This is an optimization exercise on Yosys and OpenROAD, whose aim is small area and a short achievable clock period, not a production implementation.
Where RTL was checked, it was by simulation tests only, not by an equivalence proof against the original.

==> job 7390: inputs <==
Design FPU, start of the top module:
module FPU(clk, A, B, opcode, O, flags);
	input clk;
	input [31:0] A, B;
	input [1:0] opcode;
	output [31:0] O;
	output [6:0] flags;
	wire az = ~|A[30:23];
	wire bz = ~|B[30:23];
	wire [7:0]  ea = {A[30:24], A[23] | az};
	wire [7:0]  eb = {B[30:24], B[23] | bz};
	wire [23:0] ma = {~az, A[22:0]};
	wire [23:0] mb = {~bz, B[22:0]};
	wire sx = A[31];
	wire sy = B[31] ^ opcode[0];
	wire [30:0] cmp_x = B[30:0];
	wire [30:0] cmp_y = ~A[30:0];
	wire [30:0] c_g = cmp_x & cmp_y;
	wire [30:0] c_p = cmp_x ^ cmp_y;
	wire c_G0_m1 = c_g[0] | (c_p[0] & 1'b1);
	wire c_G2_1 = c_g[2] | (c_p[2] & c_g[1]);
	wire c_P2_1 = c_p[2] & c_p[1];
	wire c_G4_3 = c_g[4] | (c_p[4] & c_g[3]);
	wire c_P4_3 = c_p[4] & c_p[3];
	wire c_G6_5 = c_g[6] | (c_p[6] & c_g[5]);
	wire c_P6_5 = c_p[6] & c_p[5];
	wire c_G8_7 = c_g[8] | (c_p[8] & c_g[7]);
	wire c_P8_7 = c_p[8] & c_p[7];
	wire c_G10_9 = c_g[10] | (c_p[10] & c_g[9]);
	wire c_P10_9 = c_p[10] & c_p[9];
	wire c_G12_11 = c_g[12] | (c_p[12] & c_g[11]);
  ...
Settings: LEC_CHECK=0, ABC_AREA=1, CAP_MARGIN=20, CORE_MARGIN=2, CORE_UTILIZATION=50, SETUP_SLACK_MARGIN=3, SLEW_MARGIN=20, SYNTH_HIERARCHICAL=1, SYNTH_MINIMUM_KEEP_SIZE=0; clock period 21.0 ns.
standard.sh (not shown) runs the stock make flow with config.mk's settings and CLKGATE_MAP_FILE= SYNTH_SCRIPT=/design/flow/synth_recipe.tcl, a recipe that flattens the netlist after the stock synthesis.
==> flow/flow/run.sh <==
#!/bin/bash
# Layout flow: the standard flow (standard.sh: ORFS synthesis to the
# final layout), with the input and output port buffers taken from
# sky130_fd_sc_hd__buf_4 instead of the cell buffer_ports picks by itself.
# ORFS writes each step's log under orfs/logs; make's own output goes to
# standard.log here.
set -euo pipefail
bash standard.sh BUFFER_PORTS_ARGS="-buffer_cell sky130_fd_sc_hd__buf_4" finish > standard.log 2>&1
==> job 2403: changes against job 7390 <==
--- a/flow/design.v
+++ b/flow/design.v
@@ -166,17 +166,17 @@
 	assign dba_s[3] = dba_p[3] ^ dba_G2_m1;
 	assign dba_s[4] = dba_p[4] ^ dba_G3_m1;
 	assign dba_s[5] = dba_p[5] ^ dba_G4_m1;
 	assign dba_s[6] = dba_p[6] ^ dba_G5_m1;
 	assign dba_s[7] = dba_p[7] ^ dba_G6_m1;
 	wire dba_co = dba_G7_m1;
 	wire [7:0]  d_ab = dab_s;
 	wire [7:0]  d_ba = dba_s;
-	wire [7:0]  diff = dab_co ? d_ab : d_ba;
+	wire [7:0]  diff = swap ? d_ba : d_ab;
 	wire [23:0] big_m   = swap ? mb : ma;
 	wire [23:0] small_m = swap ? ma : mb;
 	wire [7:0]  big_e   = swap ? eb : ea;
 	wire        big_s   = swap ? sy : sx;
 	wire        eff_sub = sx ^ sy;
 	wire [23:0] aligned = (|diff[7:5]) ? 24'd0 : (small_m >> diff[4:0]);
 	wire [24:0] add_x = {1'b0, big_m};
 	wire [24:0] add_y = {1'b0, aligned} ^ {25{eff_sub}};
==> flow/config.mk (replaced) <==
export PLATFORM = sky130hd
export DESIGN_NAME = FPU
export DESIGN_NICKNAME = FPU
export VERILOG_FILES = /design/flow/design.v
export SDC_FILE = /design/flow/constraint.sdc
export NUM_CORES = 4
export LEC_CHECK = 0
export ABC_AREA = 1
export CAP_MARGIN = 20
export CORE_MARGIN = 2
export CORE_UTILIZATION = 65
export SETUP_SLACK_MARGIN = 3
export SLEW_MARGIN = 20
export SYNTH_HIERARCHICAL = 1
export SYNTH_MINIMUM_KEEP_SIZE = 0
==> qor summary <==
| item | job 2403 | job 7390 |
|---|---|---|
| Post-synthesis cell count | 3141 | 3149 |
| Clk cell area share | 0.3194% | 0.3133% |
| Routed wl met2 | 37130 um | 39420 um |
| Worst Hold Margin | 4.265 ns | 4.273 ns |
| Setup crit end | O[21] | O[18] |
| Fmax | 56.49 MHz | 56.76 MHz |
| Number of placement rows | 67 | 77 |
| DRT iter0 DRCs | 4529 | 3209 |
| Met3 wire len | 16270 um | 12490 um |
| Routability congestion estimate | 1.079 | 1.045 |
| Start point of the worst min-delay path | B[31] | A[31] |
| Met2 demand-to-capacity share in global routing | 73.73% | 58.94% |
| Die Footprint | 35530 um2 | 46300 um2 |
| Final worst slack | 3.299 ns | 3.381 ns |
| Number of non-clock inverters | 330 | 344 |
| Worst setup timing slack at the placement stage | 2.155 ns | 2.201 ns |
| Number of antenna violations at the first check in global routing | 1 | 3 |
| Placeable core area | 33530 um2 | 44120 um2 |
| Share of synthesized area spent on multiplexers | 0.04524% | 0.1796% |
| P&R area growth vs syn | 6.243% | 7.486% |
| Run status | finished clean | finished clean |
| Top fanout value on the critical path | 30 | 21 |
| Global routing usage on met3 | 22.85% | 10.09% |
| Flip-flop and latch share of the layout cell area | 0.5110% | 0.5012% |
| Post-Synth XOR/XNOR Area | 13.89% | 13.86% |
No functional check of the RTL was part of job 7390.

[afterwards: timing with drivers on the ports]
In the flow no input, the clock included, has a driving cell. The finished layouts below were timed again as built, in two steps.
Step 1 assumes that a clkbuf_16 drives the clock port and a buf_2 every other input.
Step 2 also shifts input and output timing later by t, the mid clock arrival at the registers, as if the neighbouring blocks saw the same clock.
a / b / c = ideal ports / drivers / drivers and shift; a / b = the first two.
| run | t, ns | slack for setup (ns) | worst hold slack (ns) | clock arrival spread, ns |
|---|---|---|---|---|
| job 7390 | 0.259 | 3.381 / 3.345 / 3.345 | 4.273 / 4.281 / 4.539 | 0.001 / 0.001 |
| job 2403 | 0.259 | 3.299 / 3.276 / 3.276 | 4.265 / 4.266 / 4.525 | 0.004 / 0.004 |
After both steps every run listed still meets setup and hold. For job 7390, which loses most, drivers alone change the setup slack by -0.036 ns; drivers and shift together by -0.036 ns.
